From an optimization exercise on the open Yosys and OpenROAD flow, aimed at small area and a short achievable clock period; shortcuts taken in it are not production practice.

== job 6114 ==
// prng
module prng (
    input logic [31:0] seed,
    output logic [31:0] rand_num,
    input logic clk,
    input logic rst
);
    logic [31:0] state;
    wire [30:0] x = state[30:0];
    wire [30:0] xn = ~state[30:0];
    wire [30:0] nxt;
    wire s1;
    wire c2;
    wire s3;
    wire c4;
    wire s5;
    wire c6;
    wire s7;
    wire c8;
    wire s9;
    wire c10;
    wire s11;
    wire c12;
    wire s13;
    wire c14;
    wire s15;
    wire c16;
    wire s17;
    wire c18;
    wire s19;
    wire c20;
    wire s21;
    wire c22;
    wire s23;
    wire c24;
    wire s25;
    wire c26;
    wire s27;
    wire c28;
    wire s29;
    wire c30;
    wire s31;
    wire c32;
    wire s33;
    wire c34;
    wire s35;
    wire c36;
    wire s37;
    wire c38;
    wire s39;
    wire c40;
    wire s41;
    wire c42;
    wire s43;
    wire c44;
    wire s45;
    wire c46;
    wire s47;
    wire c48;
    wire s49;
    wire c50;
    wire s51;
    wire c52;
    wire s53;
    wire c54;
    wire s55;
    wire c56;
    wire s57;
    wire c58;
    wire s59;
    wire c60;
    wire s61;
    wire c62;
    wire s63;
    wire c64;
    wire s65;
    wire c66;
    wire s67;
    wire c68;
    wire s69;
    wire c70;
    wire s71;
    wire c72;
    wire s73;
    wire c74;
    wire s75;
    wire c76;
    wire s77;
    wire c78;
    wire s79;
    wire c80;
    wire s81;
    wire c82;
    wire s83;
    wire c84;
    wire s85;
    wire c86;
    wire s87;
    wire c88;
    wire s89;
    wire c90;
    wire s91;
    wire c92;
    wire s93;
    wire c94;
    wire s95;
    wire c96;
    wire s97;
    wire c98;
    wire s99;
    wire c100;
    wire s101;
    wire c102;
    wire s103;
    wire c104;
    wire s105;
    wire c106;
    wire s107;
    wire c108;
    wire s109;
    wire c110;
  ...
Size: ~66 I/O pins, about 0.0063 mm^2 of cells after synthesis.
Settings: LEC_CHECK=0, CAP_MARGIN=20, CORE_MARGIN=2, CORE_UTILIZATION=40, SETUP_SLACK_MARGIN=1.5, SLEW_MARGIN=20, SYNTH_HIERARCHICAL=1; clock period 7.0 ns.
run.sh (not shown) runs the stock make flow with config.mk's settings and CLKGATE_MAP_FILE= SYNTH_SCRIPT=/design/flow/synth_recipe.tcl, a recipe that flattens the netlist after the stock synthesis.
Job 6114 went all the way through the flow, and no timing, DRC or antenna check failed.
## Diff of input files: job 5842 against job 6114
Settings: a change of SETUP_SLACK_MARGIN from 1.5 to 2.5; a change of CORE_UTILIZATION from 40 to 60.
==> flow/flow/run.sh (new file) <==
#!/bin/bash
# Standard layout, but with the smallest buffer on each port.
cp standard.sh standard_copy.txt
export BUFFER_PORTS_ARGS="-buffer_cell sky130_fd_sc_hd__buf_1"
bash standard.sh > standard.log 2>&1
==> flow/standard.sh (new file) <==
#!/bin/bash
# synth_recipe.tcl (not shown) runs the flow's synth.tcl, then flattens the netlist and writes it again
# the make line also repeats each setting of config.mk as NAME=value (left out here)
make -C /OpenROAD-flow-scripts/flow DESIGN_CONFIG=/design/flow/config.mk WORK_HOME=/design/flow/orfs CLKGATE_MAP_FILE= SYNTH_SCRIPT=/design/flow/synth_recipe.tcl "${@:-finish}"
removed: flow/run.sh
[summary]
Diff job 6114 -> job 5842: setup slack higher, tap cell count went down 36%, post-synthesis area per instance closely matched the old numbers, number of design-rule violations left by the first detailed-router iteration went up by about 18%.
Looking only at measured slew at the worst slew-check pin, and setting everything else aside, the lower value of job 5842 and job 6114 goes to job 6114.
Launching instance or port of the critical path: state[12] -> job 5842, state[11] -> job 6114
Setup changes, job 5842 to job 2122
Settings: swapping 60 for 40 in CORE_UTILIZATION.
==> flow/run.sh (new file) <==
#!/bin/bash
# synth_recipe.tcl (not shown) runs the flow's synth.tcl, then flattens the netlist and writes it again
# the make line also repeats each setting of config.mk as NAME=value (left out here)
make -C /OpenROAD-flow-scripts/flow DESIGN_CONFIG=/design/flow/config.mk WORK_HOME=/design/flow/orfs CLKGATE_MAP_FILE= SYNTH_SCRIPT=/design/flow/synth_recipe.tcl finish
removed: flow/flow/run.sh
removed: flow/standard.sh
Findings:
Cell count (lower): job 5842
Changes observed in job 2122 relative to job 5842: clock insertion delay at the later pin of the skew report now smaller; maximum net fanout on the critical path now larger; effective utilization at floorplan went down by 20 points.
Job 2122 ran to completion and came out clean on the timing, DRC and antenna checks.
On job 2122: global-route usage is 9.9 points lower than what job 5842 gave.
Of job 2122 and job 5842, the higher final setup slack of the worst path belongs to job 2122.
Higher multi-input combinational area share was reported by job 5842, not job 2122.
Of job 2122 and job 5842, the run reporting the higher met2 usage in global routing was job 5842.
Taking job 5842 as the reference, in job 2122 fraction of area in non-clock buffers increased by 4.0 points relative to the old numbers; number of DRC markers after the initial detailed-route iteration decreased by 31 relative to the old numbers.
Modified inputs, job 334 compared to job 2122
Settings: CORE_UTILIZATION changed from 40 to 60.
### Flow results
- Job 334 finished every stage and its layout cleared the timing, DRC and antenna checks.
- Number of buffer and inverter stages on the critical path (job 334 over job 2122): increase, 1
- Between job 2122 and job 334, proportion of layout cells with a drive suffix above 1 is higher for job 334, job 2122 comes in under that.
- Cell at the slowest stage of the critical path: sky130_fd_sc_hd__fa_2 -> job 334, sky130_fd_sc_hd__fa_1 -> job 2122
No functional check of the RTL was part of any run of this note.

-- what the ideal ports hide --
In the flow no input, the clock included, has a driving cell. The finished layouts below were timed again as built, in two steps. Step 1, drivers: a clkbuf_16 drives clk and a buf_2 each remaining input, both assumed. Step 2 moves the port delays by t, midway between the first and last clock arrival at a register: inputs arrive t later, outputs are due t later. That takes back most of the time a late clock gives input paths. Three values: ideal, step 1, step 2; two values: the first two.
run	shift t [ns]	setup WS [ns]	hold slack, ns	worst register clock-pin slew, ns
job 6114	0.389	1.747 / 1.747 / 1.747	0.326 / 0.326 / 0.326	0.06 / 0.06
job 5842	0.407	2.547 / 2.547 / 2.547	0.338 / 0.338 / 0.338	0.07 / 0.07
job 2122	0.387	2.587 / 2.587 / 2.587	0.325 / 0.325 / 0.325	0.06 / 0.06
job 334	0.419	2.509 / 2.509 / 2.509	0.340 / 0.340 / 0.340	0.08 / 0.08
After both steps setup and hold are still met in every run listed.
